Context: an optimization exercise on an open-source flow, tuned for small area, a short achievable clock period and few clock cycles. The choices shown serve that exercise and are no tape-out recipe.
The RTL was checked by simulation tests, not by an equivalence proof against the original design.
Power is estimated from default activity; no workload was simulated.

## run.sh

```bash
#!/bin/bash
# synth_recipe.tcl (not shown) runs the flow's synth.tcl, then flattens the netlist and writes it again
# the make line also repeats each setting of config.mk as NAME=value (left out here)
make -C /OpenROAD-flow-scripts/flow DESIGN_CONFIG=/design/flow/config.mk WORK_HOME=/design/flow/orfs CLKGATE_MAP_FILE= SYNTH_SCRIPT=/design/flow/synth_recipe.tcl finish
```

## config.mk

```make
export PLATFORM = sky130hd
export DESIGN_NAME = cache
export DESIGN_NICKNAME = cache
export VERILOG_FILES = /design/flow/design.v
export SDC_FILE = /design/flow/constraint.sdc
export NUM_CORES = 8
export LEC_CHECK = 0
export CAP_MARGIN = 40
export CORE_MARGIN = 2
export CORE_UTILIZATION = 30
export PLACE_DENSITY = 0.5
export SLEW_MARGIN = 40
```

## constraint.sdc

```tcl
create_clock -name core_clock -period 12.0 [get_ports {clk}]
set_input_delay 2.4000 -clock core_clock [delete_from_list [all_inputs] [get_ports {clk}]]
set_output_delay 2.4000 -clock core_clock [all_outputs]
set_load 0.01 [all_outputs]
```

## design.v

```verilog
module cache(
    clk,
    proc_reset,
    proc_read,
    proc_write,
    proc_addr,
    proc_rdata,
    proc_wdata,
    proc_stall,
    mem_read,
    mem_write,
    mem_addr,
    mem_rdata,
    mem_wdata,
    mem_ready
);
    input          clk;
    input          proc_reset;
    input          proc_read, proc_write;
    input   [29:0] proc_addr;
    input   [31:0] proc_wdata;
    output         proc_stall;
    output  [31:0] proc_rdata;
    input  [127:0] mem_rdata;
    input          mem_ready;
    output         mem_read, mem_write;
    output  [27:0] mem_addr;
    output [127:0] mem_wdata;
    localparam IDLE = 2'd0;
    localparam READ_STALL = 2'd1;
    localparam WRITE_STALL_READ = 2'd2;
    localparam WRITE_STALL_WRITE = 2'd3;
    reg [1:0] state_r, state_w;
    reg [311:0] cache_r[0:3] ,cache_w[0:3];  
    reg proc_stall_r, proc_stall_w;
    reg [31:0] proc_rdata; 
    reg mem_read_r, mem_read_w;
    reg mem_write_r, mem_write_w;
    reg [27:0] mem_addr_r, mem_addr_w;
    reg [127:0] mem_wdata_r, mem_wdata_w;
    wire [1:0] index;  
    wire [25:0] tag, tag_in_cache_1, tag_in_cache_2;  
    wire valid_in_cache_1, valid_in_cache_2;
    wire LRU_1, LRU_2;  
    wire hit_1, hit_2;  
    assign index            = proc_addr[3:2];
    assign tag              = proc_addr[29:4];
    assign tag_in_cache_1   = cache_r[index][309:284];
    assign tag_in_cache_2   = cache_r[index][153:128];
    assign valid_in_cache_1 = cache_r[index][311];
    assign valid_in_cache_2 = cache_r[index][155];
    assign LRU_1            = cache_r[index][310];
    assign LRU_2            = cache_r[index][154];
    assign hit_1            = (tag == tag_in_cache_1) && valid_in_cache_1;
    assign hit_2            = (tag == tag_in_cache_2) && valid_in_cache_2;
    assign proc_stall   = proc_stall_w;
    assign mem_read     = mem_read_r;
    assign mem_write    = mem_write_r;
    assign mem_addr     = mem_addr_r;
    assign mem_wdata    = mem_wdata_r;
    integer idx;  
    always@(*) begin 
        state_w         = state_r;
        proc_stall_w    = proc_stall_r;
        mem_read_w      = mem_read_r;
        mem_write_w     = mem_write_r;
        mem_addr_w      = mem_addr_r;
        mem_wdata_w     = mem_wdata_r;
        proc_rdata      = 32'd0;
        for(idx = 0; idx <= 3; idx = idx+1) begin
             cache_w[idx] = cache_r[idx];
        end
        case(state_r)
        IDLE:
        begin
            if(proc_read) begin  
                if(hit_1) begin  
                    case(proc_addr[1:0])
                        2'd3: proc_rdata = cache_r[index][283:252];  
                        2'd2: proc_rdata = cache_r[index][251:220];   
                        2'd1: proc_rdata = cache_r[index][219:188];   
                        2'd0: proc_rdata = cache_r[index][187:156];    
                        default: proc_rdata = 32'd0;
                    endcase
                end
                else if(hit_2) begin  
                    case(proc_addr[1:0])
                        2'd3: proc_rdata = cache_r[index][127:96];  
                        2'd2: proc_rdata = cache_r[index][95:64];   
                        2'd1: proc_rdata = cache_r[index][63:32];   
                        2'd0: proc_rdata = cache_r[index][31:0];    
                        default: proc_rdata = 32'd0;
                    endcase
                end
                else begin  
                    state_w         = READ_STALL;
                    proc_stall_w    = 1'd1;
                    mem_read_w      = 1'd1;
                    mem_addr_w      = proc_addr[29:2];
                end
            end
            if(proc_write) begin  
                if(hit_1) begin  
                    state_w = WRITE_STALL_WRITE;
                    case(proc_addr[1:0])
                        2'd3: cache_w[index][283:252]= proc_wdata;
                        2'd2: cache_w[index][251:220] = proc_wdata; 
                        2'd1: cache_w[index][219:188] = proc_wdata;
                        2'd0: cache_w[index][187:156]  = proc_wdata;
                        default: cache_w[index]     = cache_r[index];
                    endcase
                    proc_stall_w        = 1'd1;
                    mem_write_w         = 1'd1;
                    mem_addr_w          = proc_addr[29:2];
                    mem_wdata_w         = cache_w[index][283:156];
                    cache_w[index][310] = 1'd1;
                    cache_w[index][154] = 1'd0;
                end
                else if (hit_2) begin  
                    state_w = WRITE_STALL_WRITE;
                    case(proc_addr[1:0])
                        2'd3: cache_w[index][127:96]= proc_wdata;
                        2'd2: cache_w[index][95:64] = proc_wdata; 
                        2'd1: cache_w[index][63:32] = proc_wdata;
                        2'd0: cache_w[index][31:0]  = proc_wdata;
                        default: cache_w[index]     = cache_r[index];
                    endcase
                    proc_stall_w    = 1'd1;
                    mem_write_w     = 1'd1;
                    mem_addr_w      = proc_addr[29:2];
                    mem_wdata_w     = cache_w[index][127:0];
                    cache_w[index][310] = 1'd0;
                    cache_w[index][154] = 1'd1;
                end
                else begin  
                    state_w = WRITE_STALL_READ;
                    proc_stall_w    = 1'd1;
                    mem_read_w      = 1'd1;
                    mem_addr_w      = proc_addr[29:2];
                end 
            end
        end
        READ_STALL:
        begin
            if(mem_ready) begin
                state_w                 = IDLE;
                proc_stall_w            = 1'd0;
                mem_read_w              = 1'd0;
                mem_addr_w              = 28'd0;
                if(valid_in_cache_1) begin 
                    if(~(valid_in_cache_2)) begin                
                        cache_w[index][155]     = 1'd1;          
                        cache_w[index][153:128] = tag;           
                        cache_w[index][127:0]   = mem_rdata;     
                        cache_w[index][154]     = 1'd1;          
                        cache_w[index][310]     = 1'd0;          
                    end
                    else begin  
                        if(cache_r[index][310]) begin  
                            cache_w[index][153:128] = tag;
                            cache_w[index][127:0]   = mem_rdata;
                            cache_w[index][154]     = 1'd1;
                            cache_w[index][310]     = 1'd0;
                        end
                        else begin  
                            cache_w[index][309:284] = tag;
                            cache_w[index][283:156] = mem_rdata;
                            cache_w[index][310]     = 1'd1;
                            cache_w[index][154]     = 1'd0;
                        end
                    end
                end
                else begin  
                    cache_w[index][311]     = 1'd1;      
                    cache_w[index][309:284] = tag;
                    cache_w[index][283:156] = mem_rdata;
                    cache_w[index][310]     = 1'd1;      
                    cache_w[index][154]     = 1'd0;      
                end
                case(proc_addr[1:0])
                    2'd3: proc_rdata = mem_rdata[127:96];  
                    2'd2: proc_rdata = mem_rdata[95:64];   
                    2'd1: proc_rdata = mem_rdata[63:32];   
                    2'd0: proc_rdata = mem_rdata[31:0];    
                    default: proc_rdata = 32'd0;
                endcase
            end
        end
        WRITE_STALL_READ:  
        begin
            if(mem_ready) begin
                state_w = WRITE_STALL_WRITE;
                if(valid_in_cache_1) begin
                    if(~(valid_in_cache_2)) begin  
                        cache_w[index][155]     = 1'd1;
                        cache_w[index][153:128] = tag;
                        cache_w[index][127:0]   = mem_rdata;
                        cache_w[index][154]     = 1'd1;
                        cache_w[index][310]     = 1'd0;
                    end
                    else begin  
                        if(cache_r[index][310]) begin  
                            cache_w[index][153:128] = tag;
                            cache_w[index][127:0]   = mem_rdata;
                            cache_w[index][154]     = 1'd1;
                            cache_w[index][310]     = 1'd0;
                        end
                        else begin  
                            cache_w[index][309:284] = tag;
                            cache_w[index][283:156] = mem_rdata;
                            cache_w[index][154]     = 1'd0;
                            cache_w[index][310]     = 1'd1;
                        end 
                    end
                end
                else begin  
                    cache_w[index][311]     = 1'd1;
                    cache_w[index][309:284] = tag;
                    cache_w[index][283:156] = mem_rdata;
                    cache_w[index][154]     = 1'd0;
                    cache_w[index][310]     = 1'd1;
                end
                case(proc_addr[1:0])
                    2'd3: 
                    begin
                        if(valid_in_cache_1) begin
                            if(~(valid_in_cache_2)) begin  
                                cache_w[index][127:96]= proc_wdata;
                                mem_wdata_w = cache_w[index][127:0];     
                            end
                            else begin  
                                if(cache_r[index][310]) begin
                                    cache_w[index][127:96] = proc_wdata;
                                    mem_wdata_w = cache_w[index][127:0];
                                end
                                else begin  
                                    cache_w[index][283:252] = proc_wdata;
                                    mem_wdata_w = cache_w[index][283:156];
                                end               
                            end
                        end 
                        else begin   
                            cache_w[index][283:252] = proc_wdata; 
                            mem_wdata_w = cache_w[index][283:156];  
                        end                      
                    end
                    2'd2: 
                    begin
                        if(valid_in_cache_1) begin
                            if(~(valid_in_cache_2)) begin  
                                cache_w[index][95:64]= proc_wdata;
                                mem_wdata_w = cache_w[index][127:0];          
                            end
                            else begin
                                if(cache_r[index][310]) begin  
                                    cache_w[index][95:64] = proc_wdata;
                                    mem_wdata_w = cache_w[index][127:0];     
                                end
                                else begin  
                                    cache_w[index][251:220] = proc_wdata; 
                                    mem_wdata_w = cache_w[index][283:156];                 
                                end
                            end
                        end 
                        else begin   
                            cache_w[index][251:220] = proc_wdata;
                            mem_wdata_w = cache_w[index][283:156];    
                        end                     
                    end 
                    2'd1: 
                    begin
                        if(valid_in_cache_1) begin  
                            if(~(valid_in_cache_2)) begin 
                                cache_w[index][63:32]= proc_wdata;
                                mem_wdata_w = cache_w[index][127:0];     
                            end
                            else begin
                                if(cache_r[index][310]) begin  
                                    cache_w[index][63:32] = proc_wdata;
                                    mem_wdata_w = cache_w[index][127:0];
                                end
                                else begin  
                                    cache_w[index][219:188] = proc_wdata;
                                    mem_wdata_w = cache_w[index][283:156];                 
                                end
                            end
                        end
                        else begin  
                            cache_w[index][219:188] = proc_wdata;
                            mem_wdata_w = cache_w[index][283:156];
                        end                         
                    end
                    2'd0:
                    begin
                        if(valid_in_cache_1) begin
                            if(~(valid_in_cache_2)) begin  
                                cache_w[index][31:0]= proc_wdata; 
                                mem_wdata_w = cache_w[index][127:0];    
                            end
                            else begin
                                if(cache_r[index][310]) begin  
                                    cache_w[index][31:0] = proc_wdata;
                                    mem_wdata_w = cache_w[index][127:0];
                                end
                                else begin  
                                    cache_w[index][187:156] = proc_wdata; 
                                    mem_wdata_w = cache_w[index][283:156];                 
                                end
                            end
                        end
                        else begin  
                            cache_w[index][187:156] = proc_wdata;
                            mem_wdata_w = cache_w[index][283:156]; 
                        end                         
                    end
                    default: cache_w[index] = cache_r[index];
                endcase
                proc_stall_w = 1'd1;
                mem_read_w = 1'd0;
                mem_write_w = 1'd1;
                mem_addr_w = proc_addr[29:2];
            end
        end
        WRITE_STALL_WRITE: 
        begin
            if(mem_ready) begin
                state_w         = IDLE;
                proc_stall_w    = 1'd0;
                mem_write_w     = 1'd0;
                mem_addr_w      = 28'd0;
            end
        end
        default:
        begin
            state_w         = state_r;
            proc_stall_w    = proc_stall_r;
            mem_read_w      = mem_read_r;
            mem_write_w     = mem_write_r;
            mem_addr_w      = mem_addr_r;
            mem_wdata_w     = mem_wdata_r;
            for(idx = 0; idx <= 3; idx = idx+1) begin
                 cache_w[idx] = cache_r[idx];
            end
        end
        endcase
    end
integer i;
always@( posedge clk ) begin
    if( proc_reset ) begin
        for(i = 0; i<=3; i = i+1) begin
            cache_r[i]  <= 154'd0;
        end
        state_r         <= 2'd0;
        proc_stall_r    <= 1'd0;
        mem_read_r      <= 1'd0;
        mem_write_r     <= 1'd0;
        mem_addr_r      <= 28'd0;
        mem_wdata_r     <= 128'd0;
    end
    else begin
        for(i = 0; i<=3; i = i+1) begin
            cache_r[i]  <= cache_w[i];
        end
        state_r         <= state_w;
        proc_stall_r    <= proc_stall_w;
        mem_read_r      <= mem_read_w;
        mem_write_r     <= mem_write_w;
        mem_addr_r      <= mem_addr_w;
        mem_wdata_r     <= mem_wdata_w;
    end
end
endmodule
```

==> qor.txt, run 1 <==
WP buf/inv = 4
Mean Syn Cell Area = 7.32 sq um
# rows = 223
Register area share after synthesis = 25.3%
GR met2 Demand/Resource = 54.9%
Largest area contributor in the netlist = dfxtp_1
Cells after synthesis = 15,166
Via density = 7.48
# setup viols final = 0
Crit path largest cell delay = 0.93 ns
# resized after CTS = 0
Distinct cells, synth = 100
Max rail drop VDD = 0.000248 V
Clock Path Buffers = 4
Initial antenna violation count = 210
Area added between synthesis and finish = 14.3%
Setup CP Type = input pin to output pin
Clk pwr share = 17.2%
Synthesized cell area = 111,000 sq um
Post-Route WL = 868,000 um
IO Port Bufs = 385
CP endpoint kind = output pin
Filler cell count = 39,210
Drt wl/cell = 43.9 um
Die W = 612 um
CORE AREA = 369,000 sq um
Root Driver = clkbuf_16
Die area = 375,000 sq um
Area contributors post-synth = dfxtp_1 25%, a21oi_1 7.8%, mux4_2 7.3%, nand2_1 6.9%, o21ai_0 6.0%
M1 GR Usage = 50.5%
CP most frequent cell = buf_12
Critical path required time = 9.60 ns
GRT busiest layer = met2
Crit-path leading delay family = buffers and inverters
Routed Antenna Nets = 0
Worst Path Max Fanout = 82
# nets final = 14,628
Finished Cell Area = 127,000 sq um
Vias in the first global route = 125,933
RSZ-0062 raised after global routing = no
IO Pins = 386
YS warnings = 3
Arr. time, crit path = 7.64 ns
Critical-path top delay cell = o21ai_1
Total GRT Usage = 44.0%
Sw frac = 56.3%
Grt ovf = 0
Iter 0 DRT Violations = 30,136
GP Congestion = 1.09
Power Density = 270 nW/um^2
MaxCap Viol Count = 0
Critical-path cell list = buf_8, buf_12, mux2_2, or4_4, or4_1, nor2_4, buf_12, a21oi_1, o21ai_1, clkdlybuf4s50_1
Synth async-reset ratio = 0%
# Post-CTS Setup Buffers = 0
Initial Utilization = 30.1%
Clk_skew = 0.0722 ns
Lkg Pwr = 39.5 nW
Htree depth = 4
Slew margin rel. = 22.9%
Drt drc = 0
Die H = 612 um
Hold WS = 0.451 ns
Flop-to-flop setup slack = 5.52 ns
Worst-Margin Slew = 1.16 ns
Synth Flop Type = dfxtp_1
Min-delay worst type = register to register
Final Hold Vio Count = 0
Combinational power share = 58.0%
CTS Sinks = 1,405
Share of the synthesized area in the top cell type = 25.3%
FF+latch count, synth = 1,405
P_sw = 19.3 mW
Setup TNS = 0 ns
Met3 usage = 27.4%
Final period util = 83.6%
Post-DP HPWL = 558,000 um
Post-synth EDFFs = 0
Final min period = 10.04 ns
DRT Pass-1 Iters = 13
Max Clk Rate = 99.6 MHz
Clock Latency Late Sink = 1.00 ns
Pin count of the biggest net entering global routing = 137
Worst Setup Start Kind = input pin
Fin util = 34.4%
Part of the power in registers = 24.8%
CTS tree = built
Max-slew violations = 0
# hold bufs at CTS = 0
Area after DPL = 120,000 sq um
Clock transition at the registers of the reported paths = 0.06 ns
First-pass GRT wire length = 1,150,000 um
Int Pwr = 15.0 mW
Via Count = 147,834
Fraction of layout cells with a size suffix above 1 = 12.8%
CTS buffer count = 181
Status = timing/DRC/antenna clean
Post-synth net total = 15,365
## layer usage
| layer | part of all wire (%) | wire [um] |
|---|---|---|
| met1 | 34 | 297000 |
| met5 | 0.35 | 3020 |
| met2 | 36 | 312000 |
| met4 | 11 | 96100 |
| met3 | 18 | 159000 |
## worst paths after layout
| kind | start | end | cells past startpoint |
|---|---|---|---|
| worst max-delay path | proc_addr[3] | proc_rdata[5] | 10 |
| worst min-delay path | mem_addr_r[3]$_SDFFE_PP0P_ | mem_addr_r[3]$_SDFFE_PP0P_ | 2 |
| worst max register to register | state_r[0]$_SDFFE_PP0P_ | cache_r[0][207]$_SDFFE_PP0P_ | 13 |
| worst min register to register | mem_addr_r[3]$_SDFFE_PP0P_ | mem_addr_r[3]$_SDFFE_PP0P_ | 2 |
## through the flow
step | worst slack, ns | power (mW) | std cells
2_1_floorplan | 4.11 | 17.8 | 15166
3_3_place_gp | 2.11 | 26.2 | 19161
3_5_place_dp | 2.28 | 26.5 | 19187
4_1_cts | 2.28 | 32.2 | 19505
5_1_grt | 2.20 | 34.4 | 19607
6_report | 1.96 | 34.3 | 19770
## final cells by class
type	instances	area, sq um	area share [%]
timing repair buffer	1003	9390	7.40
antenna	256	641	0.505
sequential	1405	28100	22.2
inverter	283	1090	0.862
clock buffer	276	5350	4.21
clock inverter	42	517	0.407
tap	4950	6190	4.88
multi-input combinational	11555	75600	59.6
## placed cells by master (no fill, tap or decap), types with 50 or more instances in the layout
cell type and n:
o2bb2ai_1 187, o32ai_1 75, o211ai_1 267, mux4_2 361, o21ai_0 1315, mux2i_1 271, clkdlybuf4s50_1 337, o41ai_1 127
clkbuf_1 50, a31o_2 64, o311ai_0 123, a32oi_1 50, a211oi_1 354, o221a_2 150, nand2_1 2012, buf_4 528
nand3_1 134, a221oi_1 229, a21boi_0 84, a32o_1 205, and2_1 210, o22ai_1 380, dfxtp_1 1399, nor3_1 169
diode_2 256, and3_1 136, a22o_1 73, a21oi_1 1709, inv_1 277, a31oi_1 334, a221oi_2 96, nand2b_1 81
a22oi_1 96, nor2_1 1233, clkbuf_16 182, o221ai_1 137, a21o_1 58, buf_12 52
## cell usage after synthesis (267+ instances only)
library cell,instances
nand2_1,2038
a21oi_1,1720
clkbuf_1,1504
dfxtp_1,1405
o21ai_0,1341
nor2_1,1296
o22ai_1,381
mux4_2,362
a211oi_1,355
a31oi_1,339
inv_1,280
mux2i_1,280
o211ai_1,267
## power groups by stage
stage | sequential, mW | clock, mW | combinational (mW)
after floorplan | 7.12 | 0 | 10.7
after global placement | 8.28 | 0 | 17.9
after detailed placement | 8.23 | 0 | 18.2
after CTS | 8.15 | 5.79 | 18.3
after global routing | 8.42 | 5.96 | 20.0
final | 8.51 | 5.89 | 19.9
## flip-flops by register name (all words and copies together), names as in the netlist
name	flops
cache_r	1244
mem_addr_r	28
mem_wdata_r	128
mem_read_r	1
state_r	2
mem_write_r	1
proc_stall_r	1
## tightest hold or removal path: stages (launching register included)
cell and delay, ns:
dfxtp_1 0.31, nand2_1 0.05, a21oi_1 0.05
## cell families after synthesis
kind of cell / share of synthesized area (%)
AO/OA/AOI/OAI: 39.8
XOR/XNOR: 0.315
adder cells (fa/ha/maj): 0.0451
multiplexers: 10.0
buffers and inverters: 7.86
AND/OR/NAND/NOR: 16.6
flip-flops: 25.3
Testbench counts, summed over its fixed seeds: cycles 118,196.
==> inputs of run 2 (changes only) <==
==> design.v (replaced) <==
module cache(
    clk,
    proc_reset,
    proc_read,
    proc_write,
    proc_addr,
    proc_rdata,
    proc_wdata,
    proc_stall,
    mem_read,
    mem_write,
    mem_addr,
    mem_rdata,
    mem_wdata,
    mem_ready
);
    input          clk;
    input          proc_reset;
    input          proc_read, proc_write;
    input   [29:0] proc_addr;
    input   [31:0] proc_wdata;
    output         proc_stall;
    output  [31:0] proc_rdata;
    input  [127:0] mem_rdata;
    input          mem_ready;
    output         mem_read, mem_write;
    output  [27:0] mem_addr;
    output [127:0] mem_wdata;
    localparam IDLE  = 2'd0;    
    localparam RWAIT = 2'd1;    
    localparam WWAIT = 2'd2;    
    localparam DONE  = 2'd3;    
    reg [127:0] data0 [0:3];
    reg [127:0] data1 [0:3];
    reg  [25:0] tag0  [0:3];
    reg  [25:0] tag1  [0:3];
    reg   [3:0] v0, v1;
    reg   [3:0] mru0;           
    reg   [1:0] state;
    reg         done_r;
    reg         mem_read_r, mem_write_r;
    reg  [29:0] addr_r;         
    reg         wr_r;
    reg         way_r;          
    reg  [31:0] rdata_r;
    reg [127:0] wdata_r;
    assign proc_stall = ~done_r;
    assign proc_rdata = rdata_r;
    assign mem_read   = mem_read_r;
    assign mem_write  = mem_write_r;
    assign mem_addr   = addr_r[29:2];
    assign mem_wdata  = wdata_r;
    wire  [1:0] idx = proc_addr[3:2];
    wire  [1:0] off = proc_addr[1:0];
    wire [25:0] tg  = proc_addr[29:4];
    wire [3:0] eq0, eq1;
    genvar s;
    generate
        for (s = 0; s < 4; s = s + 1) begin : g_cmp
            assign eq0[s] = v0[s] & (tag0[s] == tg);
            assign eq1[s] = v1[s] & (tag1[s] == tg);
        end
    endgenerate
    wire h0 = eq0[idx];
    wire h1 = eq1[idx];
    wire hit = h0 | h1;
    wire [127:0] blk0 = data0[idx];
    wire [127:0] blk1 = data1[idx];
    wire  [31:0] w0 = blk0[32*off +: 32];
    wire  [31:0] w1 = blk1[32*off +: 32];
    wire [127:0] hblk = ({128{h0}} & blk0) | ({128{h1}} & blk1);
    wire  [1:0] idx_r = addr_r[3:2];
    wire  [1:0] off_r = addr_r[1:0];
    wire vic = ~v0[idx_r] ? 1'b0 : (~v1[idx_r] ? 1'b1 : mru0[idx_r]);
    reg [127:0] refill;         
    reg [127:0] hmerge;         
    integer k;
    always @(*) begin
        refill = mem_rdata;
        hmerge = hblk;
        for (k = 0; k < 4; k = k + 1) begin
            if (wr_r && off_r == k) refill[32*k +: 32] = proc_wdata;
            if (off == k)           hmerge[32*k +: 32] = proc_wdata;
        end
    end
    wire req = proc_read | proc_write;
    wire refill_en = (state == RWAIT) & mem_ready;
    always @(posedge clk) begin
        addr_r  <= proc_addr;
        wr_r    <= proc_write;
        rdata_r <= (state == IDLE) ? (({32{h0}} & w0) | ({32{h1}} & w1))
                                   : mem_rdata[32*off_r +: 32];
        wdata_r <= (state == RWAIT) ? refill : hmerge;
    end
    always @(posedge clk) begin
        if (proc_reset) begin
            state       <= IDLE;
            done_r      <= 1'b0;
            mem_read_r  <= 1'b0;
            mem_write_r <= 1'b0;
        end else begin
            case (state)
            IDLE: if (req) begin
                if (hit & proc_read) begin
                    state  <= DONE;
                    done_r <= 1'b1;
                end else if (hit) begin
                    state       <= WWAIT;
                    mem_write_r <= 1'b1;
                end else begin
                    state      <= RWAIT;
                    mem_read_r <= 1'b1;
                end
            end
            RWAIT: if (mem_ready) begin
                mem_read_r <= 1'b0;
                if (wr_r) begin
                    state       <= WWAIT;
                    mem_write_r <= 1'b1;
                end else begin
                    state  <= DONE;
                    done_r <= 1'b1;
                end
            end
            WWAIT: if (mem_ready) begin
                mem_write_r <= 1'b0;
                state       <= DONE;
                done_r      <= 1'b1;
            end
            default: begin
                state  <= IDLE;
                done_r <= 1'b0;
            end
            endcase
        end
    end
    always @(posedge clk) begin
        if (state == IDLE) way_r <= h1;
        else if (refill_en) way_r <= vic;
    end
    integer i;
    always @(posedge clk) begin
        if (proc_reset) begin
            v0 <= 4'd0;
            v1 <= 4'd0;
        end else begin
            for (i = 0; i < 4; i = i + 1) begin
                if (refill_en && idx_r == i) begin
                    if (vic) v1[i] <= 1'b1;
                    else     v0[i] <= 1'b1;
                end
            end
        end
    end
    always @(posedge clk) begin
        for (i = 0; i < 4; i = i + 1) begin
            if (refill_en && idx_r == i) begin
                mru0[i] <= ~vic;
                if (vic) begin
                    tag1[i]  <= addr_r[29:4];
                    data1[i] <= refill;
                end else begin
                    tag0[i]  <= addr_r[29:4];
                    data0[i] <= refill;
                end
            end
            if (state == WWAIT && idx_r == i) begin
                mru0[i] <= ~way_r;
                if (way_r) data1[i][32*off_r +: 32] <= proc_wdata;
                else       data0[i][32*off_r +: 32] <= proc_wdata;
            end
        end
    end
endmodule
==> qor.txt, run 2 <==
Status = timing/DRC/antenna clean
Min-delay worst type = register to register
Synth Flop Type = dfxtp_1
Most frequent cells in the layout = 1,226 x dfxtp_1, 1,112 x o22ai_1, 1,065 x o21ai_0, 1,023 x nand2_1, 376 x clkdlybuf4s50_1
WP buf/inv = 3
Clk pwr share = 27.0%
IO Pins = 386
# hold bufs at CTS = 0
CTS tree = built
Largest regs = data0 x512, data1 x512, wdata_r x128
Area added between synthesis and finish = 17.6%
Worst Setup Start Kind = input pin
Fraction of layout cells with a size suffix above 1 = 12.9%
Vias in the first global route = 59,658
Clock transition at the registers of the reported paths = 0.06 ns
Setup TNS = 0 ns
Root Driver = clkbuf_16
Pin count of the biggest net entering global routing = 161
CTS Sinks = 1,441
Int Pwr = 11.9 mW
Crit-path leading delay family = buffers and inverters
Post-synth EDFFs = 213
Via Count = 65,077
Filler cell count = 21,969
Final period util = 50.3%
Via density = 6.46
Part of the power in registers = 44.0%
Final min period = 6.04 ns
Lkg Pwr = 25.5 nW
Combinational power share = 29.0%
CORE AREA = 222,000 sq um
Synthesized cell area = 66,800 sq um
Htree depth = 4
YS warnings = 5
Crit path largest cell delay = 0.78 ns
Cells after synthesis = 7,045
Post-DP HPWL = 231,000 um
Worst-Margin Slew = 1.03 ns
Clock Latency Late Sink = 0.88 ns
Critical path required time = 12.77 ns
Power Density = 236 nW/um^2
IO Port Bufs = 385
Flop-to-flop setup slack = 7.37 ns
Share of the synthesized area in the top cell type = 36.8%
Synth async-reset ratio = 0%
# Post-CTS Setup Buffers = 0
Post-synth net total = 7,250
FF-to-FF Start = addr_r[1]$_DFF_P_
CTS buffer count = 164
Hold endpoint = v1[1]$_SDFFE_PP0P_
Worst Path Max Fanout = 57
Max Clk Rate = 166 MHz
# setup viols final = 0
# rows = 173
Most common cell after layout, fill and taps aside = dfxtp_1
CP most frequent cell = o22ai_1
Critical-path top delay cell = clkdlybuf4s50_1
Hold path start = v1[1]$_SDFFE_PP0P_
Distinct cells, synth = 48
Critical-path cell list = clkdlybuf4s50_1, xor2_1, nor4_1, nand3_1, o22ai_1, a311o_2, buf_6, buf_4, a221oi_1, o22ai_1
First-pass GRT wire length = 507,000 um
Slew margin rel. = 31.6%
Max rail drop VDD = 0.000179 V
# nets final = 7,167
Largest area contributor in the netlist = dfxtp_1
Total GRT Usage = 32.0%
RSZ-0062 raised after global routing = no
Max-slew violations = 0
FF+latch count, synth = 1,441
# resized after CTS = 0
Die H = 476 um
Die area = 227,000 sq um
Clock Path Buffers = 3
Post-Route WL = 376,000 um
Mean Syn Cell Area = 9.49 sq um
Die W = 476 um
Initial antenna violation count = 40
Hold path depth = 2
GP Congestion = 0.954
P_sw = 6.63 mW
Most numerous cell in the Yosys netlist = dfxtp_1
CP endpoint kind = register
Reg2reg end = data0[1][0]$_DFF_P_
Routed Antenna Nets = 0
Grt ovf = 0
Setup CP Type = input pin to register
DRT Pass-1 Iters = 9
Final Hold Vio Count = 0
Arr. time, crit path = 6.81 ns
Area contributors post-synth = dfxtp_1 37%, mux4_2 12%, o22ai_1 10%, edfxtp_1 9.6%, o21ai_0 8.0%
MaxCap Viol Count = 0
Initial Utilization = 30.1%
Multi-input logic area = 32,800 sq um
Sw frac = 35.8%
Iter 0 DRT Violations = 10,952
Clk_skew = 0.0471 ns
Reg area = 31,000 sq um
Worst R2R Path Depth = 9
Drt drc = 0
Hold WS = 0.494 ns
Drt wl/cell = 37.3 um
Register area share after synthesis = 46.4%
Commonest cells post-synth = 1,228 x dfxtp_1, 1,112 x o22ai_1, 1,065 x o21ai_0, 1,028 x nand2_1, 508 x clkbuf_1
[run 2: changes by cell type in the layout (fill, tap and decap cells not counted), sizes merged, moves of 275 or more]
cell / before / now
a211oi: 356 / 0
o21ai: 1347 / 1072
nand2: 2040 / 1028
a21oi: 1723 / 131
a31oi: 343 / 2
buf: 665 / 183
nor2: 1301 / 243
o22ai: 382 / 1112
[run 2: logic make-up after synthesis]
| logic type | share of synthesized area (%) |
|---|---|
| buffers and inverters | 5.30 |
| DFF | 46.4 |
| and+or+nand+nor | 9.82 |
| xor gates and xnor gates | 2.73 |
| AOI/OAI and AO/OA | 21.7 |
| muxes | 13.9 |
| adders and majority gates | 0.187 |
[run 2: through the flow]
stage	power (mW)	util [%]	std cells	setup WS [ns]	instance area, sq um
after floorplan	10.7	-	7045	7.45	66800
after global placement	13.2	32.7	9744	4.74	72500
after detailed placement	13.3	32.9	9764	5.02	73100
after CTS	18.3	35.3	10061	5.88	78300
after global routing	19.1	35.4	10073	5.85	78600
final	18.5	35.4	10080	5.96	78600
[run 2: layout make-up]
cell class | instances | area share [%]
timing repair buffer | 559 | 7.30
inverter | 14 | 0.0780
clock buffer | 245 | 6.07
antenna | 12 | 0.0382
clock inverter | 52 | 0.578
multi-input combinational | 4782 | 41.8
tap | 2975 | 4.74
sequential | 1441 | 39.4
[run 2: worst max-delay path by stage]
stage / cells past startpoint / from / endpoint
2_1_floorplan: 6 / proc_addr[2] / rdata_r[10]$_DFF_P_
3_3_place_gp: 8 / proc_addr[2] / rdata_r[3]$_DFF_P_
3_5_place_dp: 10 / proc_addr[24] / wdata_r[63]$_DFF_P_
4_1_cts: 10 / proc_addr[24] / wdata_r[63]$_DFF_P_
5_1_grt: 10 / proc_addr[24] / wdata_r[63]$_DFF_P_
6_report: 10 / proc_addr[24] / wdata_r[36]$_DFF_P_
[run 2: power by group through the flow]
stage / Sequential, mW / Combinational (mW) / Clock [mW]
2_1_floorplan: 7.46 / 3.21 / 0
3_3_place_gp: 8.12 / 5.05 / 0
3_5_place_dp: 8.13 / 5.19 / 0
4_1_cts: 8.06 / 5.21 / 5.04
5_1_grt: 8.25 / 5.66 / 5.22
6_report: 8.16 / 5.37 / 5.01
[run 2: tightest hold or removal path: stages (launching register included)]
cell	delay, ns
dfxtp_1	0.34
nor2_1	0.05
nor2_1	0.07
[run 2: metal layers]
layer	up-vias	track usage [%]	part of all wire, %
met5	-	0	0.041
met4	24	27.3	10
met3	1354	9.62	13
met2	5610	45.7	41
met1	31836	39.3	36
li1	26253	-	-
Testbench counts of run 2, summed over its fixed seeds: cycles 142,196.
==> inputs of run 3 (changes only) <==
--- a/design.v
+++ b/design.v
@@ -45,4 +45,5 @@
     reg  [31:0] rdata_r;
     reg [127:0] wdata_r;
+    reg         fill_r;         
     assign proc_stall = ~done_r;
     assign proc_rdata = rdata_r;
@@ -91,5 +92,6 @@
         rdata_r <= (state == IDLE) ? (({32{h0}} & w0) | ({32{h1}} & w1))
                                    : mem_rdata[32*off_r +: 32];
-        wdata_r <= (state == RWAIT) ? refill : hmerge;
+        if (state != WWAIT) wdata_r <= (state == RWAIT) ? refill : hmerge;
+        fill_r  <= refill_en;
     end
     always @(posedge clk) begin
@@ -153,20 +155,16 @@
         end
     end
+    wire store = fill_r | (state == WWAIT);
     always @(posedge clk) begin
         for (i = 0; i < 4; i = i + 1) begin
             if (refill_en && idx_r == i) begin
                 mru0[i] <= ~vic;
-                if (vic) begin
-                    tag1[i]  <= addr_r[29:4];
-                    data1[i] <= refill;
-                end else begin
-                    tag0[i]  <= addr_r[29:4];
-                    data0[i] <= refill;
-                end
+                if (vic) tag1[i] <= addr_r[29:4];
+                else     tag0[i] <= addr_r[29:4];
             end
-            if (state == WWAIT && idx_r == i) begin
-                mru0[i] <= ~way_r;
-                if (way_r) data1[i][32*off_r +: 32] <= proc_wdata;
-                else       data0[i][32*off_r +: 32] <= proc_wdata;
+            if (state == WWAIT && idx_r == i) mru0[i] <= ~way_r;
+            if (store && idx_r == i) begin
+                if (way_r) data1[i] <= wdata_r;
+                else       data0[i] <= wdata_r;
             end
         end
==> flow/run.sh (new file) <==
#!/bin/bash
set -euo pipefail
SETUP_MARGIN=8.2
bash standard.sh synth > synth.log 2>&1
bash standard.sh SETUP_SLACK_MARGIN=$SETUP_MARGIN finish > layout.log 2>&1
==> standard.sh (new file) <==
#!/bin/bash
# synth_recipe.tcl (not shown) runs the flow's synth.tcl, then flattens the netlist and writes it again
# the make line also repeats each setting of config.mk as NAME=value (left out here)
make -C /OpenROAD-flow-scripts/flow DESIGN_CONFIG=/design/flow/config.mk WORK_HOME=/design/flow/orfs CLKGATE_MAP_FILE= SYNTH_SCRIPT=/design/flow/synth_recipe.tcl "${@:-finish}"
removed: run.sh
==> qor.txt, run 3 <==
Power Density = 190 nW/um^2
Status = timing/DRC/antenna clean
Via Count = 35,265
Area contributors post-synth = edfxtp_1 69%, mux4_2 13%, dfxtp_1 2.6%, a221oi_1 2.4%, xor2_1 2.3%
Grt ovf = 0
DRT Pass-1 Iters = 5
Worst R2R Path Depth = 7
Synth async-reset ratio = 0%
Synth Flop Type = edfxtp_1
Fraction of layout cells with a size suffix above 1 = 41.3%
Post-Route WL = 216,000 um
Fin util = 40.7%
Arr. time, crit path = 4.64 ns
Clk_skew = 0.0451 ns
Routed Antenna Nets = 0
Final Hold Vio Count = 0
Area added between synthesis and finish = 34.6%
Initial antenna violation count = 10
Drt wl/cell = 32.5 um
Htree depth = 4
CP endpoint kind = register
Max rail drop VDD = 0.000164 V
Via density = 5.31
CTS Sinks = 1,442
Final min period = 4.10 ns
Setup TNS = 0 ns
Clock Path Buffers = 3
# setup viols final = 0
YS warnings = 5
MaxCap Viol Count = 0
Synthesized cell area = 59,100 sq um
Largest regs = data0 x512, data1 x512, wdata_r x128
Largest area contributor in the netlist = edfxtp_1
Die W = 448 um
Max-slew violations = 0
Post-synth net total = 3,272
Lkg Pwr = 27.0 nW
Final period util = 34.2%
CTS tree = built
# rows = 162
Drt drc = 0
Post-DP HPWL = 116,000 um
Total power = 15.1 mW
Clock transition at the registers of the reported paths = 0.06 ns
Die H = 448 um
CORE AREA = 195,000 sq um
Critical path required time = 12.53 ns
Die area = 201,000 sq um
Share of the synthesized area in the top cell type = 69.3%
Hold path depth = 1
Register area share after synthesis = 71.9%
Iter 0 DRT Violations = 3,388
IO Port Bufs = 385
Worst-Margin Slew = 0.888 ns
Mean Syn Cell Area = 19.3 sq um
Most frequent cells in the layout = 1,365 x edfxtp_1, 352 x mux4_2, 308 x buf_4, 175 x clkbuf_16, 164 x clkdlybuf4s50_1
Initial Utilization = 30.3%
IO Pins = 386
Worst Path Max Fanout = 6
CTS buffer count = 163
Clock Latency Late Sink = 0.83 ns
Reg area = 42,700 sq um
Root Driver = clkbuf_16
Worst Setup Start Kind = input pin
Min-delay worst type = register to register
Most numerous cell in the Yosys netlist = edfxtp_1
Distinct cells, synth = 44
Commonest cells post-synth = 1,365 x edfxtp_1, 352 x mux4_2, 160 x a221oi_1, 154 x xor2_1, 139 x o21ai_0
Post-synth EDFFs = 1,365
Vias in the first global route = 35,338
Slew margin rel. = 40.8%
# hold bufs at CTS = 0
Setup CP Type = input pin to register
Filler cell count = 17,579
Multi-input logic area = 18,300 sq um
Total GRT Usage = 21.2%
Max Clk Rate = 244 MHz
Cells after synthesis = 3,072
RSZ-0062 raised after global routing = yes
FF+latch count, synth = 1,442
Pin count of the biggest net entering global routing = 116
Most common cell after layout, fill and taps aside = edfxtp_1
# nets final = 4,077
First-pass GRT wire length = 295,000 um
GP Congestion = 0.797
==> run 3: cell types whose count changed after synthesis, moves of 181 or more <==
cell / delta
edfxtp_1: +1152
dfxtp_1: -1151
nand2_1: -1019
o22ai_1: -983
o21ai_0: -926
clkbuf_1: -384
nand3_1: -181
==> run 3: power breakdown <==
group	total [mW]	internal (mW)	switching (mW)
logic	3.29	1.31	1.98
registers	6.94	6.63	0.313
clock network	4.90	2.80	2.10
==> run 3: critical path, cell delays in order <==
cell      delay [ns]
buf_8           0.11
buf_12          0.14
xor2_4          0.20
nor4_4          0.08
nand4_1         0.11
nor4_2          0.05
a311o_2         0.43
buf_4           0.16
buf_6           0.11
buf_12          0.12
buf_12          0.14
buf_16          0.17
a221oi_4        0.28
o22ai_1         0.11
==> run 3: through the flow <==
| step | setup WS, ns | std cells | instance area [sq um] | hold WS, ns |
|---|---|---|---|---|
| finish | 7.90 | 6642 | 79600 | 0.497 |
| global route | 7.89 | 6642 | 79600 | 0.523 |
| detailed placement | 5.03 | 5912 | 67200 | 0.484 |
| global placement | 4.82 | 5899 | 66900 | 0.467 |
| floorplan | 7.14 | 3072 | 61200 | 0.448 |
| CTS | 7.96 | 6555 | 78200 | 0.498 |
==> run 3: layout make-up <==
cell class / count / area share (%)
clock buffer: 206 / 5.46
timing repair buffer: 890 / 12.7
tap: 2624 / 4.12
sequential: 1442 / 53.6
antenna: 3 / 0.00943
inverter: 11 / 0.0723
multi-input combinational: 1369 / 23.0
clock inverter: 97 / 1.11
==> run 3: repair_timing <==
action,4_1_cts,5_1_grt
setup endpoints to repair,375,417
pin swaps,80,61
gates cloned,64,9
setup buffers,276,74
gates resized for setup,1519,79
==> run 3: final timing paths <==
check | to | startpoint | slack [ns]
worst min-delay path | v1[0]$_SDFFE_PP0P_ | v1[0]$_SDFFE_PP0P_ | 0.50
worst max register to register | wdata_r[47]$_DFFE_PN_ | state[1]$_SDFFE_PP0P_ | 8.50
worst max-delay path | wdata_r[34]$_DFFE_PN_ | proc_addr[19] | 7.90
worst min register to register | v1[0]$_SDFFE_PP0P_ | v1[0]$_SDFFE_PP0P_ | 0.50
==> run 3: kinds of logic (layout without fill, tap and decap cells) <==
family          Yosys count  count (layout)  share of synthesized area [%]
other cells               0               3                              0
flops                  1442            1442                           71.9
mux                     486             486                           15.7
fa+ha+maj                 5               5                          0.106
buf+inv                 261            1204                           2.23
compound gates          452             452                           5.21
simple gates            218             218                           1.79
xor+xnor                208             208                           3.08
==> run 3: per-layer routing <==
metal / GRT usage, % / part of all wire, % / up-vias
met5: 0 / 0.0060 / -
met3: 3.92 / 6.4 / 331
li1: - / - / 14478
met1: 27.3 / 40 / 19061
met4: 7.07 / 3.2 / 2
met2: 35.8 / 50 / 1393
Testbench counts of run 3, summed over its fixed seeds: cycles 142,196.
==> inputs of run 4 (changes only) <==
==> flow/run.sh (replaced) <==
#!/bin/bash
# The standard layout with a few knobs changed:
# - ports get buf_2 buffers instead of the delay buffer the resizer picks;
# - the clock tree uses clkbuf_8 with larger sink clusters.
# Clock, constraints and all other steps are the standard ones; synthesis is
# the standard synthesis, unchanged.
set -euo pipefail
KNOBS=(
  SETUP_SLACK_MARGIN=8.0
  "BUFFER_PORTS_ARGS=-buffer_cell sky130_fd_sc_hd__buf_2"
  CTS_BUF_LIST=sky130_fd_sc_hd__clkbuf_8
  CTS_CLUSTER_SIZE=20
  CTS_CLUSTER_DIAMETER=50
)
bash standard.sh synth > synth.log 2>&1
bash standard.sh "${KNOBS[@]}" finish > layout.log 2>&1
==> qor.txt, run 4 <==
YS warnings = 5
Synth async-reset ratio = 0%
Setup CP Type = input pin to register
Via density = 5.28
IO Pins = 386
# nets final = 3,876
Sw frac = 31.2%
Critical-path cell list = buf_6, buf_8, or2_4, buf_4, o21ai_0, o22ai_1
Vias in the first global route = 34,193
RSZ-0062 raised after global routing = yes
MaxCap Viol Count = 0
Initial Utilization = 30.3%
Combinational power share = 22.1%
Synthesized cell area = 59,100 sq um
Critical-path top delay cell = buf_8
Share of the synthesized area in the top cell type = 69.3%
Mean Syn Cell Area = 19.3 sq um
Final Hold Vio Count = 0
Crit path largest cell delay = 0.51 ns
Register area share after synthesis = 71.9%
Post-DP HPWL = 114,000 um
Fin util = 37.2%
DRT Pass-1 Iters = 5
# hold bufs at CTS = 0
WP buf/inv = 3
Max-slew violations = 0
Via Count = 34,108
Iter 0 DRT Violations = 3,156
Cells after synthesis = 3,072
Final min period = 4.09 ns
CORE AREA = 195,000 sq um
IO Port Bufs = 385
Critical path required time = 12.76 ns
Lkg Pwr = 24.6 nW
Fraction of layout cells with a size suffix above 1 = 42.3%
Die area = 201,000 sq um
Root Driver = clkbuf_8
Final period util = 34.1%
Min-delay worst type = register to register
Post-synth net total = 3,272
Worst Setup Start Kind = input pin
Clk pwr share = 27.9%
Die W = 448 um
P_sw = 4.32 mW
Flop-to-flop setup slack = 8.67 ns
Grt ovf = 0
Status = timing/DRC/antenna clean
Power Density = 191 nW/um^2
Routed Antenna Nets = 0
Most common cell after layout, fill and taps aside = edfxtp_1
Arr. time, crit path = 4.85 ns
Die H = 448 um
Drt drc = 0
# setup viols final = 0
FF+latch count, synth = 1,442
Worst Path Max Fanout = 38
Clock transition at the registers of the reported paths = 0.10 ns
Initial antenna violation count = 38
CTS tree = built
Area contributors post-synth = edfxtp_1 69%, mux4_2 13%, dfxtp_1 2.6%, a221oi_1 2.4%, xor2_1 2.3%
Htree depth = 4
Drt wl/cell = 31.8 um
CP endpoint kind = register
Clk_skew = 0.0758 ns
# rows = 162
Setup TNS = 0 ns
First-pass GRT wire length = 280,000 um
Post-synth EDFFs = 1,365
Distinct cells, synth = 44
GP Congestion = 0.773
Commonest cells post-synth = 1,365 x edfxtp_1, 352 x mux4_2, 160 x a221oi_1, 154 x xor2_1, 139 x o21ai_0
Crit-path leading delay family = buffers and inverters
Post-Route WL = 205,000 um
Pin count of the biggest net entering global routing = 167
Max Clk Rate = 244 MHz
Clock Latency Late Sink = 0.97 ns
Max rail drop VDD = 0.000107 V
Worst-Margin Slew = 0.881 ns
Total GRT Usage = 19.9%
Slew margin rel. = 41.2%
CTS Sinks = 1,442
WP depth = 6
Most frequent cells in the layout = 1,365 x edfxtp_1, 352 x mux4_2, 266 x buf_2, 241 x buf_4, 169 x clkbuf_8
Hold path depth = 1
Largest regs = data0 x512, data1 x512, wdata_r x128
Largest area contributor in the netlist = edfxtp_1
Synth Flop Type = edfxtp_1
Int Pwr = 9.55 mW
CTS buffer count = 162
Worst R2R Path Depth = 6
Area added between synthesis and finish = 22.9%
Clock Path Buffers = 3
Most numerous cell in the Yosys netlist = edfxtp_1
Part of the power in registers = 50.0%
run 4: cells by family (layout without fill, tap and decap cells):
kind of cell             count (synthesis)  count (layout)  share of synthesized area, %
multiplexers                           486             486                          15.7
flip-flops                            1442            1442                          71.9
other                                    0              17                             0
XOR/XNOR                               208             208                          3.08
adder cells (fa/ha/maj)                  5               5                         0.106
buffers and inverters                  261            1006                          2.23
AO/OA/AOI/OAI                          452             452                          5.21
AND/OR/NAND/NOR                        218             218                          1.79
run 4: layout make-up:
class                           count  area, sq um
Multi-Input combinational cell   1369        16800
Fill cell                       18259       123000
Inverter                           11         63.8
Clock buffer                      169         2330
Clock inverter                    136         1510
Tap cell                         2624         3280
Antenna cell                       17         42.5
Sequential cell                  1442        42700
Timing Repair Buffer              690         5940
run 4: final timing paths:
kind / startpoint / endpoint
worst max-delay path: proc_addr[1] / wdata_r[31]$_DFFE_PN_
worst min-delay path: v1[0]$_SDFFE_PP0P_ / v1[0]$_SDFFE_PP0P_
worst max register to register: addr_r[3]$_DFF_P_ / data0[3][56]$_DFFE_PP_
worst min register to register: v1[0]$_SDFFE_PP0P_ / v1[0]$_SDFFE_PP0P_
run 4: stage by stage:
step / cells / hold WS (ns) / area (sq um) / power (mW) / worst slack (ns)
2_1_floorplan: 3072 / 0.448 / 61100 / 8.27 / 7.14
3_3_place_gp: 5895 / 0.469 / 64900 / 9.49 / 5.62
3_5_place_dp: 5908 / 0.469 / 65300 / 9.55 / 5.66
4_1_cts: 6402 / 0.487 / 72100 / 13.9 / 7.81
5_1_grt: 6453 / 0.518 / 72700 / 14.4 / 7.85
6_report: 6458 / 0.485 / 72700 / 13.9 / 7.91
run 4: what timing repair did:
item | 4_1_cts | 5_1_grt
endpoints found under the hold margin | 0 | 0
cloned | 16 | 6
pin swaps | 5 | 6
endpoints found under the setup margin | 333 | 216
setup buffers | 173 | 32
resized for setup | 335 | 31
run 4: layer usage:
| layer | track usage (%) | up-vias | part of all wire [%] |
|---|---|---|---|
| li1 | - | 14077 | - |
| met1 | 25.9 | 18346 | 41 |
| met2 | 33.2 | 1318 | 49 |
| met3 | 3.85 | 345 | 6.2 |
| met4 | 7.13 | 22 | 3.6 |
| met5 | 0 | - | 0.062 |
run 4: worst register-to-register path: stages (launching register included):
cell and delay, ns:
dfxtp_4 0.35, buf_4 0.24, nand2_1 0.31, nor2_4 0.18, buf_4 0.63, buf_6 0.63
buf_6 0.63
run 4: power groups by stage:
stage | combinational, mW | clock (mW) | sequential (mW)
after floorplan | 1.04 | 0 | 7.23
after global placement | 2.17 | 0 | 7.32
after detailed placement | 2.20 | 0 | 7.35
after CTS | 3.03 | 3.97 | 6.94
after global routing | 3.26 | 4.16 | 6.98
final | 3.07 | 3.87 | 6.93
==> inputs of run 5 (changes only) <==
--- a/flow/run.sh
+++ b/flow/run.sh
@@ -2,5 +2,6 @@
 # The standard layout with a few knobs changed:
 # - ports get buf_2 buffers instead of the delay buffer the resizer picks;
-# - the clock tree uses clkbuf_8 with larger sink clusters.
+# - the clock tree uses clkbuf_8;
+# - the core is smaller (65% utilisation), for shorter wires.
 # Clock, constraints and all other steps are the standard ones; synthesis is
 # the standard synthesis, unchanged.
@@ -12,4 +13,6 @@
   CTS_CLUSTER_SIZE=20
   CTS_CLUSTER_DIAMETER=50
+  CORE_UTILIZATION=65
+  PLACE_DENSITY=0.75
 )
 bash standard.sh synth > synth.log 2>&1
==> qor.txt, run 5 <==
Status = timing/DRC/antenna clean
Max rail drop VDD = 0.000144 V
Die W = 306 um
Mean Syn Cell Area = 19.3 sq um
Share of the synthesized area in the top cell type = 69.3%
Critical path required time = 12.67 ns
Via Count = 35,133
Initial Utilization = 65.6%
Root Driver = clkbuf_8
Worst-Margin Slew = 0.914 ns
Post-Synth XOR/XNOR Area = 3.08%
Via density = 7.19
First-pass GRT wire length = 245,000 um
Flop-to-flop setup slack = 8.87 ns
YS warnings = 5
Distinct cells, synth = 44
Post-synth EDFFs = 1,365
Synth Flop Type = edfxtp_1
Worst R2R Path Depth = 6
Grt ovf = 0
Vias in the first global route = 35,101
Mux contribution to synthesized area = 15.7%
Clock transition at the registers of the reported paths = 0.11 ns
P_sw = 3.91 mW
CP endpoint kind = register
Clk_skew = 0.0482 ns
DRT Pass-1 Iters = 7
Multi-input logic area = 16,900 sq um
Clk pwr share = 25.5%
FF+latch count, synth = 1,442
Die H = 306 um
Clock Path Buffers = 3
IO Pins = 386
Final Non-Filler Cells = 4,888
Post-Route WL = 175,000 um
Max Clk Rate = 250 MHz
Final Hold Vio Count = 0
Clock Latency Late Sink = 0.87 ns
Most common cell after layout, fill and taps aside = edfxtp_1
Int Pwr = 9.06 mW
# setup viols final = 0
MaxCap Viol Count = 0
Iter 0 DRT Violations = 5,154
Met3 usage = 10.4%
Post-DP HPWL = 92,400 um
CTS buffer count = 133
Power Density = 187 nW/um^2
Compound-Gate Fraction of Synth Area = 5.21%
Largest family of logic cells by synthesized area = multiplexers
Drt drc = 0
Cells after synthesis = 3,072
M1 GR Usage = 50.0%
Reg area = 42,600 sq um
Slew margin rel. = 39.0%
Post-Synth Simple-Gate Area = 1.79%
Critical-path cell list = buf_4, buf_8, nor2b_4, buf_6, a221oi_2, o22ai_1
Fraction of layout cells with a size suffix above 1 = 40.4%
# hold bufs at CTS = 0
IO Port Bufs = 385
# nets final = 3,803
Register area share after synthesis = 71.9%
Total GRT Usage = 37.1%
Largest regs = data0 x512, data1 x512, wdata_r x128
Setup CP Type = input pin to register
GP Congestion = 0.879
Synthesized cell area = 59,100 sq um
CORE AREA = 90,100 sq um
Die area = 93,400 sq um
Reg2reg end = data1[2][108]$_DFFE_PP_
Final min period = 4.01 ns
# rows = 110
Initial antenna violation count = 9
Part of the power in registers = 53.4%
Drt wl/cell = 35.7 um
Synth async-reset ratio = 0%
Sw frac = 30.1%
Most numerous cell in the Yosys netlist = edfxtp_1
GRT busiest layer = met2
Final period util = 33.4%
Worst Path Max Fanout = 43
Hold path depth = 2
Max-slew violations = 0
Min-delay worst type = register to register
Area added between synthesis and finish = 17.3%
Pin count of the biggest net entering global routing = 120
Htree depth = 4
Cells after DPL = 4,451
GR met2 Demand/Resource = 57.6%
Area contributors post-synth = edfxtp_1 69%, mux4_2 13%, dfxtp_1 2.6%, a221oi_1 2.4%, xor2_1 2.3%
Worst Setup Start Kind = input pin
Critical-path top delay cell = nor2b_4
Routed Antenna Nets = 0
Fin util = 77.0%
Lkg Pwr = 24.0 nW
Combinational power share = 21.1%
Hold endpoint = v0[0]$_SDFFE_PP0P_
Setup TNS = 0 ns
Hold path start = v0[0]$_SDFFE_PP0P_
Filler cell count = 4,861
Commonest cells post-synth = 1,365 x edfxtp_1, 352 x mux4_2, 160 x a221oi_1, 154 x xor2_1, 139 x o21ai_0
Crit path largest cell delay = 0.60 ns
CTS Sinks = 1,442
Arr. time, crit path = 4.68 ns
CTS tree = built
RSZ-0062 raised after global routing = yes
Most frequent cells in the layout = 1,365 x edfxtp_1, 354 x buf_2, 352 x mux4_2, 193 x buf_4, 160 x a221oi_2
FF-to-FF Start = addr_r[2]$_DFF_P_
Largest area contributor in the netlist = edfxtp_1
Post-synth net total = 3,272
Post-Synth Adder-Cell Area = 0.106%
-- run 5: cell counts after synthesis --
Identical to the previous run, type by type.
-- run 5: cell families after synthesis --
family,after synthesis
muxes,486
AOI/OAI and AO/OA,452
and+or+nand+nor,218
adders and majority gates,5
DFF,1442
buffers and inverters,261
xor gates and xnor gates,208
-- run 5: routing by layer --
layer / part of all wire [%] / up-vias
met4: 4.7 / 10
li1: - / 13857
met3: 14 / 494
met1: 34 / 17899
met5: 0.036 / -
met2: 47 / 2873
-- run 5: stage by stage --
stage	instance area, sq um	setup WS [ns]	power, mW	hold WS, ns
6_report	69400	7.99	13.0	0.512
5_1_grt	69400	7.94	13.3	0.543
4_1_cts	68500	7.97	12.8	0.512
3_5_place_dp	63400	5.86	9.34	0.492
3_3_place_gp	63000	5.22	9.22	0.463
2_1_floorplan	61100	7.14	8.27	0.448
-- run 5: worst max path at each step --
stage / startpoint / end / slack (ns) / cells after the start
floorplan: addr_r[2]$_DFF_P_ / data0[3][0]$_DFFE_PP_ / 7.14 / 3
global placement: proc_addr[3] / rdata_r[7]$_DFF_P_ / 5.22 / 7
detailed placement: proc_addr[3] / wdata_r[116]$_DFFE_PN_ / 5.86 / 10
CTS: proc_addr[25] / wdata_r[18]$_DFFE_PN_ / 7.97 / 10
global route: proc_addr[4] / wdata_r[84]$_DFFE_PN_ / 7.94 / 12
finish: proc_addr[1] / wdata_r[61]$_DFFE_PN_ / 7.99 / 6
-- run 5: final cells by class --
class                      instances  share of cell area [%]
antenna                            5                  0.0180
clock buffer                     142                    2.82
inverter                          11                  0.0848
sequential                      1442                    61.4
tap                             1176                    2.12
multi-input combinational       1369                    24.4
timing repair buffer             646                    7.61
clock inverter                    97                    1.58
-- run 5: power groups by stage --
stage	combinational (mW)	clock (mW)	sequential [mW]
CTS	2.61	3.32	6.91
floorplan	1.04	0	7.23
global route	2.86	3.50	6.97
detailed placement	2.02	0	7.32
global placement	1.98	0	7.24
finish	2.73	3.31	6.92
-- run 5: repair_timing --
| action | in CTS | in global routing |
|---|---|---|
| pin swaps | 3 | 14 |
| cloned | 19 | 7 |
| resized for setup | 119 | 65 |
| setup endpoints to repair | 308 | 162 |
| setup buffers | 127 | 37 |
-- run 5: critical path: cells and delay by family --
| kind | cells | cell delay, ns |
|---|---|---|
| AO/OA/AOI/OAI | 2 | 0.32 |
| AND/OR/NAND/NOR | 1 | 0.60 |
| buffers and inverters | 3 | 1.27 |
==> inputs of run 6 (changes only) <==
--- a/design.v
+++ b/design.v
@@ -27,8 +27,10 @@
     output  [27:0] mem_addr;
     output [127:0] mem_wdata;
-    localparam IDLE  = 2'd0;    
-    localparam RWAIT = 2'd1;    
-    localparam WWAIT = 2'd2;    
-    localparam DONE  = 2'd3;    
+    localparam IDLE  = 3'd0;    
+    localparam RWAIT = 3'd1;    
+    localparam WWAIT = 3'd2;    
+    localparam DONE  = 3'd3;    
+    localparam FIX   = 3'd4;    
+    localparam PK    = 4;       
     reg [127:0] data0 [0:3];
     reg [127:0] data1 [0:3];
@@ -37,5 +39,5 @@
     reg   [3:0] v0, v1;
     reg   [3:0] mru0;           
-    reg   [1:0] state;
+    reg   [2:0] state;
     reg         done_r;
     reg         mem_read_r, mem_write_r;
@@ -44,6 +46,5 @@
     reg         way_r;          
     reg  [31:0] rdata_r;
-    reg [127:0] wdata_r;
-    reg         fill_r;         
+    reg [127:0] wdata_r;        
     assign proc_stall = ~done_r;
     assign proc_rdata = rdata_r;
@@ -66,9 +67,18 @@
     wire h1 = eq1[idx];
     wire hit = h0 | h1;
+    wire [3:0] pm0, pm1;
+    generate
+        for (s = 0; s < 4; s = s + 1) begin : g_pred
+            assign pm0[s] = v0[s] & (tag0[s][PK-1:0] == tg[PK-1:0]);
+            assign pm1[s] = v1[s] & (tag1[s][PK-1:0] == tg[PK-1:0]);
+        end
+    endgenerate
+    wire p1 = pm1[idx] & ~pm0[idx];
+    wire sel = (state == IDLE) ? p1 : way_r;
+    wire right = sel ? h1 : h0;        
     wire [127:0] blk0 = data0[idx];
     wire [127:0] blk1 = data1[idx];
-    wire  [31:0] w0 = blk0[32*off +: 32];
-    wire  [31:0] w1 = blk1[32*off +: 32];
-    wire [127:0] hblk = ({128{h0}} & blk0) | ({128{h1}} & blk1);
+    wire [127:0] hblk = sel ? blk1 : blk0;
+    wire  [31:0] w    = hblk[32*off +: 32];
     wire  [1:0] idx_r = addr_r[3:2];
     wire  [1:0] off_r = addr_r[1:0];
@@ -90,8 +100,6 @@
         addr_r  <= proc_addr;
         wr_r    <= proc_write;
-        rdata_r <= (state == IDLE) ? (({32{h0}} & w0) | ({32{h1}} & w1))
-                                   : mem_rdata[32*off_r +: 32];
-        if (state != WWAIT) wdata_r <= (state == RWAIT) ? refill : hmerge;
-        fill_r  <= refill_en;
+        rdata_r <= (state == RWAIT) ? mem_rdata[32*off_r +: 32] : w;
+        wdata_r <= (state == RWAIT) ? refill : hmerge;
     end
     always @(posedge clk) begin
@@ -104,5 +112,7 @@
             case (state)
             IDLE: if (req) begin
-                if (hit & proc_read) begin
+                if (hit & ~right) begin
+                    state <= FIX;
+                end else if (hit & proc_read) begin
                     state  <= DONE;
                     done_r <= 1'b1;
@@ -129,4 +139,11 @@
                 state       <= DONE;
                 done_r      <= 1'b1;
+            end
+            FIX: if (proc_read) begin
+                state  <= DONE;
+                done_r <= 1'b1;
+            end else begin
+                state       <= WWAIT;
+                mem_write_r <= 1'b1;
             end
             default: begin
@@ -155,16 +172,21 @@
         end
     end
-    wire store = fill_r | (state == WWAIT);
+    wire [127:0] col = (state == RWAIT) ? refill : wdata_r;
     always @(posedge clk) begin
         for (i = 0; i < 4; i = i + 1) begin
             if (refill_en && idx_r == i) begin
                 mru0[i] <= ~vic;
-                if (vic) tag1[i] <= addr_r[29:4];
-                else     tag0[i] <= addr_r[29:4];
+                if (vic) begin
+                    tag1[i]  <= tg;
+                    data1[i] <= col;
+                end else begin
+                    tag0[i]  <= tg;
+                    data0[i] <= col;
+                end
             end
-            if (state == WWAIT && idx_r == i) mru0[i] <= ~way_r;
-            if (store && idx_r == i) begin
-                if (way_r) data1[i] <= wdata_r;
-                else       data0[i] <= wdata_r;
+            if (state == WWAIT && idx_r == i) begin
+                mru0[i] <= ~way_r;
+                if (way_r) data1[i] <= col;
+                else       data0[i] <= col;
             end
         end
==> qor.txt, run 6 <==
Status = timing/DRC/antenna clean
Crit-path leading delay family = compound AO/OA/AOI/OAI gates
Synthesized cell area = 58,800 sq um
Share of the synthesized area in the top cell type = 41.9%
Setup ws final = 7.89 ns
Worst R2R Path Depth = 8
IO Port Bufs = 385
Cells after DPL = 6,902
CP most frequent cell = buf_16
Crit path largest cell delay = 0.40 ns
Area contributors post-synth = dfxtp_1 42%, mux4_2 11%, edfxtp_1 11%, o21ai_0 9.7%, nand2_1 6.7%
Root Driver = clkbuf_8
Clock Path Buffers = 3
Iter 0 DRT Violations = 7,111
Drt drc = 0
Hold WS = 0.452 ns
Pre-CTS WS = 5.68 ns
Most common cell after layout, fill and taps aside = dfxtp_1
Setup CP Type = input pin to register
CORE AREA = 89,900 sq um
Clk_skew = 0.0543 ns
Clock Latency Late Sink = 0.90 ns
Final min period = 4.11 ns
Final period util = 34.2%
CP endpoint kind = register
Critical-path cell list = buf_16, buf_16, nand2_1, nor2_1, nand3_2, o2111ai_4, o21a_4, buf_12, mux2_2, nor2b_1, a221o_1
Min-delay worst type = register to register
Area added between synthesis and finish = 11.9%
Max-slew violations = 0
First-pass GRT wire length = 297,000 um
Arr. time, crit path = 4.89 ns
Total GRT Usage = 43.5%
FF-to-FF Start = state[1]$_SDFFE_PP0P_
Synth Flop Type = dfxtp_1
Grt ovf = 0
# setup viols final = 0
CTS Sinks = 1,442
Commonest cells post-synth = 1,229 x dfxtp_1, 1,137 x o21ai_0, 1,055 x nand2_1, 346 x clkbuf_1, 289 x mux4_2
Critical-path top delay cell = mux2_2
Register area share after synthesis = 52.7%
Die H = 305 um
Post-Route WL = 206,000 um
Worst Path Max Fanout = 32
Hold path depth = 2
# nets final = 6,102
Post-synth net total = 5,964
# hold bufs at CTS = 0
Largest area contributor in the netlist = dfxtp_1
Mean Syn Cell Area = 10.2 sq um
Post-DP HPWL = 127,000 um
Die W = 305 um
Pin count of the biggest net entering global routing = 134
Distinct cells, synth = 65
Clock transition at the registers of the reported paths = 0.10 ns
RSZ-0062 raised after global routing = yes
Reg2reg end = data0[1][15]$_DFF_P_
Initial antenna violation count = 53
Final Non-Filler Cells = 7,226
Post-synth EDFFs = 213
Max Clk Rate = 243 MHz
CTS tree = built
Most frequent cells in the layout = 1,187 x dfxtp_1, 1,051 x nand2_1, 909 x o21ai_0, 351 x buf_2, 289 x mux4_2
WP depth = 11
Area after DPL = 61,200 sq um
Slew margin rel. = 37.3%
Setup TNS = 0 ns
Cells after synthesis = 5,769
Largest regs = data0 x512, data1 x512, wdata_r x128
# rows = 110
Fraction of layout cells with a size suffix above 1 = 20.3%
Hold path start = data1[3][120]$_DFF_P_
Most numerous cell in the Yosys netlist = dfxtp_1
Fin util = 73.2%
IO Pins = 386
MaxCap Viol Count = 0
Finished Cell Area = 65,800 sq um
Final Hold Vio Count = 0
CTS buffer count = 136
Routed Antenna Nets = 0
Vias in the first global route = 43,839
Worst Setup Start Kind = input pin
DRT Pass-1 Iters = 7
WP buf/inv = 3
Flop-to-flop setup slack = 8.19 ns
Drt wl/cell = 28.6 um
FF+latch count, synth = 1,442
Lkg Pwr = 25.5 nW
Htree depth = 4
Via density = 6.57
YS warnings = 5
Worst-Margin Slew = 0.941 ns
Power Density = 256 nW/um^2
Via Count = 47,454
GP Congestion = 0.949
Synth async-reset ratio = 0%
Die area = 92,900 sq um
Critical path required time = 12.78 ns
Total power = 16.9 mW
Max rail drop VDD = 0.000154 V
Hold endpoint = data1[3][120]$_DFF_P_
Initial Utilization = 65.4%
run 6: cell count changes after synthesis, moves of 63 or more:
cell      delta
a21oi_1    +132
a221oi_1   -160
a22oi_1    +129
and2_1      +71
clkbuf_1   +222
dfxtp_1   +1152
edfxtp_1  -1152
mux4_2      -63
nand2_1   +1046
nor2_1     +110
o21ai_0    +998
o22ai_1    -128
run 6: how the worst max path moves through the flow:
stage                       startpoint              endpoint  slack (ns)
after floorplan           proc_addr[6]   wdata_r[95]$_DFF_P_        7.57
after global placement    proc_addr[2]  wdata_r[127]$_DFF_P_        5.31
after detailed placement  proc_addr[2]  wdata_r[127]$_DFF_P_        5.68
after CTS                 proc_addr[7]  wdata_r[127]$_DFF_P_        7.93
after global routing      proc_addr[2]  wdata_r[127]$_DFF_P_        7.90
final                     proc_addr[2]  wdata_r[127]$_DFF_P_        7.89
run 6: cell families (layout without fill, tap and decap cells):
family	Yosys count	count (layout)	share of synthesized area (%)
buffers and inverters	539	786	3.98
adder cells (fa/ha/maj)	1	1	0.0170
AO/OA/AOI/OAI	1522	1524	14.2
other	0	31	0
XOR/XNOR	208	208	3.10
flip-flops	1442	1442	52.7
AND/OR/NAND/NOR	1544	1545	11.0
multiplexers	513	513	15.0
run 6: layer usage:
layer	global-route usage (%)	share of wire (%)
met1	56.7	36
met2	60.6	41
met3	17.8	16
met4	26.4	7.4
met5	0.517	0.17
run 6: power breakdown:
group | internal, mW | switching [mW]
Combinational | 2.21 | 3.54
Clock | 1.40 | 1.91
Sequential | 6.72 | 1.08
run 6: repair_timing:
item / 4_1_cts / 5_1_grt
setup endpoints to repair: 791 / 509
pin swaps: 9 / 14
setup buffers: 9 / 11
gates resized for setup: 132 / 79
cloned: 15 / 7
run 6: layout make-up:
type / count / area, sq um
antenna: 31 / 77.6
clock buffer: 153 / 2110
clock inverter: 97 / 920
fill: 6542 / 24100
inverter: 39 / 146
multi-input combinational: 3791 / 26200
sequential: 1442 / 31100
tap: 1176 / 1470
timing repair buffer: 497 / 3820
run 6: worst min-delay path: stages (launching register included):
cell and delay (ns):
dfxtp_1 0.32, nand2_1 0.04, o21ai_0 0.05
Testbench counts of run 6, summed over its fixed seeds: cycles 143,066.

## static timing again, ports no longer ideal
In the flow no input, the clock included, has a driving cell. The finished layouts below were timed again as built, in two steps. Step 1: set_driving_cell puts a clkbuf_16 on clk and a buf_2 on each other input, an assumption about the parent block. Step 2, shift: input delay + t, output delay - t, t = (earliest + latest rising clock arrival at the registers) / 2. This alone moves slack from input paths to output paths. Three values: ideal, step 1, step 2; two values: the first two.
run | t, ns | slack for setup (ns) | worst setup path after step 2
run 1 | 1.087 | 1.964 / 1.912 / 1.912 | input to output
run 2 | 0.938 | 5.958 / 6.020 / 5.082 | input to register
run 3 | 0.895 | 7.895 / 7.694 / 6.799 | input to register
run 4 | 1.014 | 7.906 / 7.853 / 6.840 | input to register
run 5 | 0.921 | 7.992 / 7.870 / 6.949 | input to register
run 6 | 0.947 | 7.892 / 7.784 / 6.837 | input to register
After both steps every run listed still meets setup and hold. For run 3, which loses most, drivers alone change the setup slack by -0.201 ns; drivers and shift together by -1.096 ns.
